Context: an optimization exercise on an open-source flow, tuned for small area, a short achievable clock period and few clock cycles per item. The choices shown serve that exercise and are no tape-out recipe. At most, simulation tests tie the RTL to the original design; equivalence was not proved.

Design filter, start of the top module:
module filter
	#(parameter DWIDTH = 16)
	(input clk,
		input rst,
		output req_in,
		input ack_in,
		input [0:DWIDTH-1] data_in,
		output req_out,
		input ack_out,
		output [0:DWIDTH-1] data_out);
	function [13:0] rom1;
		input [7:0] a;
		case (a)
			8'd0: rom1 = 14'h0;
			8'd1: rom1 = 14'h0;
			8'd2: rom1 = 14'h3fff;
			8'd3: rom1 = 14'h3ffd;
			8'd4: rom1 = 14'h3ffb;
			8'd5: rom1 = 14'h3ff8;
			8'd6: rom1 = 14'h3ff4;
			8'd7: rom1 = 14'h3ff0;
			8'd8: rom1 = 14'h3feb;
			8'd9: rom1 = 14'h3fe5;
			8'd10: rom1 = 14'h3fdf;
			8'd11: rom1 = 14'h3fd7;
			8'd12: rom1 = 14'h3fcf;
			8'd13: rom1 = 14'h3fc7;
			8'd14: rom1 = 14'h3fbd;
			8'd15: rom1 = 14'h3fb3;
			8'd16: rom1 = 14'h3fa8;
			8'd17: rom1 = 14'h3f9c;
			8'd18: rom1 = 14'h3f90;
			8'd19: rom1 = 14'h3f82;
			8'd20: rom1 = 14'h3f74;
			8'd21: rom1 = 14'h3f66;
			8'd22: rom1 = 14'h3f56;
			8'd23: rom1 = 14'h3f46;
			8'd24: rom1 = 14'h3f34;
			8'd25: rom1 = 14'h3f22;
			8'd26: rom1 = 14'h3f10;
			8'd27: rom1 = 14'h3efc;
			8'd28: rom1 = 14'h3ee8;
			8'd29: rom1 = 14'h3ed3;
			8'd30: rom1 = 14'h3ebd;
			8'd31: rom1 = 14'h3ea7;
			8'd32: rom1 = 14'h3e8f;
			8'd33: rom1 = 14'h3e77;
			8'd34: rom1 = 14'h3e5f;
			8'd35: rom1 = 14'h3e45;
			8'd36: rom1 = 14'h3e2b;
			8'd37: rom1 = 14'h3e10;
			8'd38: rom1 = 14'h3df4;
			8'd39: rom1 = 14'h3dd8;
			8'd40: rom1 = 14'h3dbb;
			8'd41: rom1 = 14'h3d9d;
			8'd42: rom1 = 14'h3d7f;
			8'd43: rom1 = 14'h3d60;
			8'd44: rom1 = 14'h3d40;
			8'd45: rom1 = 14'h3d20;
			8'd46: rom1 = 14'h3d00;
			8'd47: rom1 = 14'h3cde;
			8'd48: rom1 = 14'h3cbc;
			8'd49: rom1 = 14'h3c9a;
			8'd50: rom1 = 14'h3c77;
			8'd51: rom1 = 14'h3c53;
			8'd52: rom1 = 14'h3c30;
			8'd53: rom1 = 14'h3c0b;
			8'd54: rom1 = 14'h3be6;
			8'd55: rom1 = 14'h3bc1;
  ...
clock: 11.0 ns
lec_check: 0
abc_area: 1
cap_margin: 20
core_margin: 2
core_utilization: 40
slew_margin: 20
synth_hierarchical: 1
synth_memory_max_bits: 16384
synth_minimum_keep_size: 0
standard.sh (not shown) runs the stock make flow with config.mk's settings and CLKGATE_MAP_FILE= SYNTH_SCRIPT=/design/flow/synth_recipe.tcl, a recipe that flattens the netlist after the stock synthesis.
==> flow/flow/run.sh <==
#!/bin/bash
# The standard layout (standard.sh: the standard flow's synthesis and ORFS flow with the
# settings of config.mk), with repair_timing asked for more setup slack than
# config.mk's SETUP_SLACK_MARGIN may ask for. The make output goes to
# standard_flow.log; ORFS's own logs stay under orfs/logs.
set -euo pipefail
MARGIN=$(cat flow/margin)
bash standard.sh SETUP_SLACK_MARGIN=$MARGIN finish > standard_flow.log 2>&1
==> flow/flow/margin <==
7.5
Testbench counts at the start, summed over its fixed seeds: cycles 64,000, items 32,000.
Change:
--- a/flow/design.v
+++ b/flow/design.v
@@ -1219,23 +1219,24 @@
 	wire [15:0] y = sum[30:15];
 	wire rqi_next = ~rqi_n ? ~ack_in : (~ack_in & (~dv | shift));
 	wire [1:0] left = cnt - popd;    
 	wire rqo_next = ~rqo_n ? ~ack_out : (~ack_out & ((left != 2'd0) | push));
 	always @(posedge clk) begin
 		e1 <= e1n[21-1:0];
 		e2 <= e2n;
 		cs0 <= t0;
 		cs1 <= t1;
 		cs2 <= t2;
 		cs3 <= t3;
-		acc <= sum;              
+		if (~ph)
+			acc <= sum;
 		if (~rqi_n)
 			din <= data_in;
 		a_n <= ~a_next;
 		rst_r <= rst;
 		if (rst_r) begin
 			r0 <= 16'd0;
 			r1 <= 16'd0;
 			r2 <= 16'd0;
 			r3 <= 16'd0;
 		end else if (ph) begin
 			if (vt) begin
First-iteration DRC count came out lower by roughly a tenth.
Synthesized cell count came out lower slightly.
Die area came out higher slightly.
Clock skew barely changes.
Via count stays flat.
Design area came out higher slightly.
Non-clock buffer count came out higher by 6.
Hold slack got worse by 0.0051 ns.
Wire length came out higher by a few percent.
No functional check of the RTL was part of the second run of this note.

[afterwards: timing with drivers on the ports]
The results above use ideal ports. As a check the final layouts listed here were re-extracted and re-timed, cells and wires unchanged.
Step 1 (the two cells are an assumption about what drives the block):
set clk [get_ports {clk}]
set_driving_cell -lib_cell sky130_fd_sc_hd__clkbuf_16 $clk
set_driving_cell -lib_cell sky130_fd_sc_hd__buf_2 [delete_from_list [all_inputs] $clk]
Step 2 adds t to the input delays and takes it off the output delays; t is the mean of the earliest and latest rising clock arrival at the registers after step 1. Input paths then give back, and output paths get back, about the clock's delay inside the block.
Three values: ideal ports, drivers, drivers and shift; two values: the first two.
run	t (ns)	setup slack, ns	worst slew at a driven data input, ns
the first run	0.608	7.546 / 7.486 / 7.048	0.04
the second run	0.605	7.541 / 7.482 / 7.159	0.05
After both steps setup and hold are still met in every run listed. The setup slack of the first run, which loses most, moves by -0.060 ns with the drivers and by -0.498 ns with both steps.
